Context: an optimization exercise on an open-source flow, tuned for small area and a short achievable clock period. The choices shown serve that exercise and are no tape-out recipe.
Where RTL was checked, it was by simulation tests only, not by an equivalence proof against the original.

// softmax
module softmax (clk, out, in, lut_wr, execute, fetch, reset, mode);
For scale: about 5600 cells after synthesis, ~140 I/O pins, ~74000 um^2 of cells after synthesis.
clock: 33.0 ns
lec_check: 0
cap_margin: 40
core_margin: 2
core_utilization: 72
cts_cluster_diameter: 100
cts_cluster_size: 24
slew_margin: 40
standard.sh (not shown) runs the stock make flow with config.mk's settings and CLKGATE_MAP_FILE= SYNTH_SCRIPT=/design/flow/synth_recipe.tcl, a recipe that flattens the netlist after the stock synthesis.
==> flow/flow/run.sh <==
#!/bin/bash
# The standard layout, with stronger port buffers than the flow's default
# choice (a delay cell), so that the output ports are driven by a plain buffer.
set -euo pipefail
export BUFFER_PORTS_ARGS="-buffer_cell sky130_fd_sc_hd__buf_4"
bash standard.sh > standard.log 2>&1
Edit:
CORE_UTILIZATION = 65   (was 72)
Wire length drops by 0.92%; fmax barely changes; final area stays flat; hold slack is better by 0.0081 ns; die area climbs by 11%; via count drops by 1.8%; non-clock buffer count drops by 3; synthesized area does not change; worst setup slack is worse by 0.021 ns.
Edit:
CORE_UTILIZATION = 72   (was 65)
CTS_CLUSTER_SIZE = 16   (was 24)
=> The new run passed the timing, DRC and antenna checks. Final area rose by 0.58%. Count of clock-buffer cells in the layout is higher by 43. Register-to-register slack degrades by 0.17 ns. Sequential share of layout area fell by 0.23 points. Setup slack gains 0.031 ns. Via count rose by 2.2%. Utilization rises by 8.4 points. Global-route usage went up by 4.3 points. Routed wire length came out higher by 2.1%.
Edit:
==> flow/flow/run.sh (replaced) <==
#!/bin/bash
# The standard layout, with stronger port buffers than the flow's default
# choice (a delay cell), so that the output ports are driven by a plain buffer.
set -euo pipefail
export BUFFER_PORTS_ARGS="-buffer_cell sky130_fd_sc_hd__buf_2"
bash standard.sh > standard.log 2>&1
CTS_CLUSTER_SIZE = 24   (was 16)
Die area stays the same.
Wire length came out lower by 1.7%.
Synthesized area does not change.
Synthesized cell count stays the same.

========
v49:
Starting RTL as in the previous note.
// softmax
module softmax (clk, out, in, lut_wr, execute, fetch, reset, mode);
Settings: LEC_CHECK=0, CAP_MARGIN=40, CORE_MARGIN=2, CORE_UTILIZATION=65, CTS_CLUSTER_DIAMETER=100, CTS_CLUSTER_SIZE=24, SLEW_MARGIN=60; clock period 33.0 ns.
==> flow/flow/run.sh <==
#!/bin/bash
# The standard layout, with stronger port buffers than the flow's default
# choice (a delay cell), so that the output ports are driven by a plain buffer.
set -euo pipefail
export BUFFER_PORTS_ARGS="-buffer_cell sky130_fd_sc_hd__buf_4"
bash standard.sh > standard.log 2>&1
v49 closes out successfully: all stages finished, all timing, DRC and antenna checks passed.
What v6 does differently from v49 at the input level:
# v49
export LEC_CHECK = 0
export CAP_MARGIN = 40
export CORE_MARGIN = 2
export CORE_UTILIZATION = 65
export CTS_CLUSTER_DIAMETER = 100
export CTS_CLUSTER_SIZE = 24
export SLEW_MARGIN = 60
create_clock -name core_clock -period 33.0 [get_ports {clk}]
# v6
export LEC_CHECK = 0
export CAP_MARGIN = 40
export CORE_MARGIN = 2
export CORE_UTILIZATION = 72
export CTS_CLUSTER_DIAMETER = 60
export CTS_CLUSTER_SIZE = 30
export SLEW_MARGIN = 40
create_clock -name core_clock -period 33.0 [get_ports {clk}]
Notes after the runs:
- From v6 to v49, post-CTS setup buffer count did not move at all.
- Wire length after detailed routing up about 2.5% in v6 wrt v49
- Going from v49 to v6, total placed cells including tap cells shrank by a few percent.
- Between v6 and v49, the register clock-pin slew on the reported worst setup and hold paths is lower for v6.
- v6 ran to completion and came out clean on the timing, DRC and antenna checks.
- Per the comparison of v6 with v49, die area saw a decrease, initial antenna violation count saw an increase, fraction of met2 tracks used by global routing saw an increase.
### v6 -> v15
# v6
export LEC_CHECK = 0
export CAP_MARGIN = 40
export CORE_MARGIN = 2
export CORE_UTILIZATION = 72
export CTS_CLUSTER_DIAMETER = 60
export CTS_CLUSTER_SIZE = 30
export SLEW_MARGIN = 40
create_clock -name core_clock -period 33.0 [get_ports {clk}]
# v15
export LEC_CHECK = 0
export CAP_MARGIN = 20
export CORE_MARGIN = 2
export CORE_UTILIZATION = 65
export CTS_CLUSTER_DIAMETER = 100
export CTS_CLUSTER_SIZE = 24
export SLEW_MARGIN = 40
create_clock -name core_clock -period 33.0 [get_ports {clk}]
--- outcome ---
The run with more setup slack is v6; v15 has less. The final critical delay including setup and external delays in v15 sits 0.023 ns above the value recorded for v6. In terms of post-route fraction of the period consumed by the critical path, v15 and v6 differ only marginally. Diff v15..v6 | flip-flop and latch count | unchanged. Compared with v6, in v15 final-layout worst hold slack increased 0.013 ns; sum of routed wire length over all layers now smaller. Comparing v15 against v6, there is no change at all in number of cells traversed by the worst hold path. Compared v15 against v6; DRC violation count after routing within noise. | global routing usage on met3 | v15 vs v6 | 3.3 points lower |.
Relative to v15, the following input files were edited for v39:
# v15
export LEC_CHECK = 0
export CAP_MARGIN = 20
export CORE_MARGIN = 2
export CORE_UTILIZATION = 65
export CTS_CLUSTER_DIAMETER = 100
export CTS_CLUSTER_SIZE = 24
export SLEW_MARGIN = 40
create_clock -name core_clock -period 33.0 [get_ports {clk}]
# v39
export LEC_CHECK = 0
export CAP_MARGIN = 40
export CORE_MARGIN = 2
export CORE_UTILIZATION = 72
export CTS_CLUSTER_DIAMETER = 100
export CTS_CLUSTER_SIZE = 24
export SLEW_MARGIN = 40
create_clock -name core_clock -period 33.0 [get_ports {clk}]
diff --git a/flow/flow/run.sh b/flow/flow/run.sh
--- a/flow/flow/run.sh
+++ b/flow/flow/run.sh
@@ -5 +5 @@
-export BUFFER_PORTS_ARGS="-buffer_cell sky130_fd_sc_hd__buf_4"
+export BUFFER_PORTS_ARGS="-buffer_cell sky130_fd_sc_hd__buf_6"
Notes after the runs:
- As far as post-CTS clock slew at the launch and capture registers of the worst setup and hold paths is concerned, v39 and v15 perform about the same.
- In the flow results for v15 and v39, the global-route usage is larger on v39.
- v39 vs. v15: placed wire-length estimate climbed about 0.6%, placement row count dropped 7, final cell count dropped 141, final critical-path share of the clock period barely changed.
- v15 → v39: total die area went down by about 10%; number of vias after detailed routing higher; worst setup skew after layout decreased by 0.0090 ns relative to the old numbers.

========
== run A ==
softmax, a different RTL version from the one above (not shown whole).
For scale: about 5,600 cells after synthesis, roughly 1,100 flip-flops, about 140 I/O pins, about 75,000 µm² of cells after synthesis.
export LEC_CHECK = 0
export CAP_MARGIN = 40
export CORE_MARGIN = 2
export CORE_UTILIZATION = 65
export CTS_CLUSTER_DIAMETER = 100
export CTS_CLUSTER_SIZE = 24
export SLEW_MARGIN = 40
create_clock -name core_clock -period 33.0 [get_ports {clk}]
==> flow/flow/run.sh <==
#!/bin/bash
# The standard layout, with stronger port buffers than the flow's default
# choice (a delay cell), so that the output ports are driven by a plain buffer.
set -euo pipefail
export BUFFER_PORTS_ARGS="-buffer_cell sky130_fd_sc_hd__buf_4"
bash standard.sh > standard.log 2>&1
Inputs modified between run A and run B:
Settings: SLEW_MARGIN: 40 -> 60.
==> comparison <==
Run B completed end to end with timing, DRC and antenna clean.
Run comparison: run A critical path endpoint out[5]; run B critical path endpoint out[52]
Looking at run A and run B, the overall global routing resource usage is a wash.
Run A → run B: global-route wire length before repair has remained practically unchanged; number of global-route vias before repair about even; part of the cycle the worst path needs held steady.
Changes in run C relative to run B:
Settings: a change of CAP_MARGIN from 40 to 60; a change of SLEW_MARGIN from 60 to 80.
Notes after the runs:
- Wire length of the first global-routing pass, run C vs run B: up by a few percent
- Diff run B -> run C: non-filler instance count after layout +390; sequential share of layout area moved down.
No functional check of the RTL was part of any run of this note.

========
== main ==
Another version of the RTL of softmax (not shown whole).
Size in the first run: about 1100 flip-flops, ~140 I/O pins.
Settings: LEC_CHECK=0, CAP_MARGIN=40, CORE_MARGIN=2, CORE_UTILIZATION=80, CTS_CLUSTER_DIAMETER=100, CTS_CLUSTER_SIZE=24, SLEW_MARGIN=60; clock period 33.0 ns.
Scripts as last shown in full above: flow/flow/run.sh
main did not stop at any stage, and its layout met the timing, DRC and antenna checks.
For the feature branch, these inputs were changed with respect to main:
Settings: changing CORE_UTILIZATION from 80 to 65.
## What came out
NOTE fmax main->the feature branch increased by a few percent. main ended up with in_q[20] as its worst setup path startpoint; the feature branch ended up with out_q[18]. [the feature branch] area of placed instances rose about 0.55% relative to main. From main to the feature branch, count of inverters not on the clock network in the layout did not move at all. Cell depth of the worst flop-to-flop path | the feature branch below main. When the final numbers for the feature branch and main were put side by side, the initial core utilization turned out to be greater in main. Number of buffers created by CTS sits higher in the feature branch than in main. The layout buffer count excluding clock buffers of the feature branch exceeds that of main by 4.

========
== before ==
Another version of the RTL of softmax (not shown whole).
Size in the first run: roughly 6000 cells after synthesis, ~1100 flip-flops, about 140 I/O pins, roughly 78000 µm² of cells after synthesis.
==> flow/design.v (excerpt) <==
module softmax (clk, out, in, lut_wr, execute, fetch, reset, mode);
parameter bw  = 8;
parameter col = 8;
input mode;
input  [col*bw-1:0] in;
input  clk;
input  execute;
input  [1:0] lut_wr;
input  reset, fetch;
output [col*bw-1:0] out;
reg  [63:0]  in_q;
reg  [1:0]   wr_q;
reg          mode_q, exe_q;
reg  [127:0] hi_t;
reg  [127:0] lo_t;
reg  [511:0] fq;           
reg  [13:0]  sum_q;
reg  [63:0]  out_q;
reg  [3:0]   cnt;          
reg  [2:0]   fcnt;         
reg          div_start;
reg  [111:0] rem_q;
reg  [47:0]  quo_q;
reg push_q, sen_q, sclr_q, busy_q, oen_q, dsel_q;
wire m0 = ~mode_q;
wire m1 = mode_q;
wire push_n = (m0 & exe_q & (cnt == 4'd0)) |
              (m1 & (cnt >= 4'd1) & (cnt <= 4'd8)) |
              (m1 & fetch & (fcnt == 3'd0));
wire sen_n  = (m0 & exe_q & (cnt == 4'd1)) |
              (m1 & (cnt >= 4'd2) & (cnt <= 4'd9));
wire sclr_n = (m0 & exe_q & (cnt == 4'd1)) |
              (m1 & (cnt == 4'd2));
wire busy_n = (m0 & exe_q & ((cnt == 4'd3) | (cnt == 4'd4) | (cnt == 4'd0))) |
              (m1 & fetch & (fcnt <= 3'd2));
wire oen_n  = (m0 & exe_q & div_start & (cnt == 4'd0)) |
              (m1 & fetch & (fcnt == 3'd2));
wire [63:0] e_vec;
reg  [10:0] tsum;
integer k;
always @(*) begin
   tsum = 11'd0;
   for (k = 0; k < 8; k = k + 1)
      tsum = tsum + fq[8*k +: 8];
end
wire sz = (sum_q == 14'd0);
wire [111:0] rem_n;
wire [47:0]  quo_n;
wire [63:0]  res;
genvar i;
for (i = 0; i < 8; i = i + 1) begin : lane
   wire [3:0] a = in_q[8*i+7 : 8*i+4];
   wire [3:0] b = in_q[8*i+3 : 8*i];
   wire [7:0] h = hi_t[8*a +: 8];
   wire [7:0] l = lo_t[8*b +: 8];
   wire [15:0] p = h * l;
   assign e_vec[8*i +: 8] = p[15:8];
   wire [7:0]  d  = dsel_q ? fq[448+8*i +: 8] : fq[8*i +: 8];
   wire [13:0] rs = busy_q ? rem_q[14*i +: 14] : {6'd0, d};
   wire [14:0] t1 = {rs, 1'b0};
   wire        q1 = (t1 >= {1'b0, sum_q});
   wire [13:0] r1 = q1 ? (t1 - {1'b0, sum_q}) : t1[13:0];
   wire [14:0] t2 = {r1, 1'b0};
   wire        q2 = (t2 >= {1'b0, sum_q});
   wire [13:0] r2 = q2 ? (t2 - {1'b0, sum_q}) : t2[13:0];
   wire        kill = ~busy_q & ({6'd0, d} == sum_q);
   assign rem_n[14*i +: 14] = kill ? 14'd0 : r2;
   assign quo_n[6*i +: 6]   = {quo_q[6*i +: 4], kill ? {sz, sz} : {q1, q2}};
   assign res[8*i +: 8]     = {quo_q[6*i +: 6], q1, q2};
end
assign out = out_q;
  ...
clock: 33.0 ns
lec_check: 0
cap_margin: 20
core_margin: 2
core_utilization: 40
slew_margin: 20
run.sh (not shown) runs the stock make flow with config.mk's settings and CLKGATE_MAP_FILE= SYNTH_SCRIPT=/design/flow/synth_recipe.tcl, a recipe that flattens the netlist after the stock synthesis.
Stock flow here: none of the scripts above is used.
Input-level comparison between after and before:
Settings: a change of CORE_UTILIZATION from 40 to 65.
[summary]
- after finished every step from synthesis to the final layout, and the layout passed the timing, DRC and antenna checks.
- after against before: clock tree cell share of total cell area has decreased, clock latency at the later pin of the worst-skew pair moved down.
- As far as critical path depth goes, after and before are indistinguishable; the numbers are identical.
- Layout-stage area growth over the synthesis result: after vs before down 1.9 points
- Changes observed in after relative to before: global-route met1 utilization rose 16 points; met3 routed wirelength increased by 580 µm relative to the old numbers; final cell area excluding filler cells shows a reduction of 1500 µm²; number of diodes shrank by 1.
- Combined area of the multi-input logic cells: before vs after, no meaningful difference

[port drivers added, routing unchanged]
The results above use ideal ports. As a check the final layouts listed here were re-extracted and re-timed, cells and wires unchanged.
Step 1, drivers: a clkbuf_16 drives clk and a buf_2 each remaining input, both assumed.
Step 2 moves the port delays by t, midway between the first and last clock arrival at a register: inputs arrive t later, outputs are due t later. That takes back most of the time a late clock gives input paths.
a / b / c = ideal ports / drivers / drivers and shift; a / b = the first two.
run	shift t [ns]	setup slack, ns	clock arrival spread, ns	worst slew at a driven data input, ns
the first run of note 1	0.788	25.150 / 25.069 / 25.274	0.038 / 0.038	0.05
the second run of note 1	0.798	25.128 / 25.047 / 25.505	0.044 / 0.044	0.06
the third run of note 1	0.774	25.159 / 25.077 / 25.331	0.054 / 0.053	0.05
the fourth run of note 1	0.782	25.139 / 25.062 / 25.239	0.034 / 0.033	0.05
v49	0.783	25.121 / 25.045 / 25.480	0.042 / 0.042	0.07
v6	0.776	25.151 / 25.070 / 25.341	0.056 / 0.055	0.05
v15	0.798	25.128 / 25.047 / 25.505	0.044 / 0.044	0.06
v39	0.787	25.144 / 25.063 / 25.415	0.032 / 0.032	0.07
run A	0.794	25.107 / 25.029 / 25.418	0.031 / 0.031	0.07
run B	0.794	25.126 / 25.046 / 25.517	0.044 / 0.045	0.06
run C	0.795	25.115 / 25.035 / 25.605	0.046 / 0.046	0.06
main	0.806	24.937 / 24.937 / 24.937	0.046 / 0.047	0.06
the feature branch	0.782	25.134 / 25.055 / 25.474	0.033 / 0.033	0.06
before	0.855	24.699 / 24.620 / 25.167	0.075 / 0.075	0.05
after	0.809	24.774 / 24.695 / 25.137	0.057 / 0.058	0.04
After both steps every run listed still meets setup and hold.
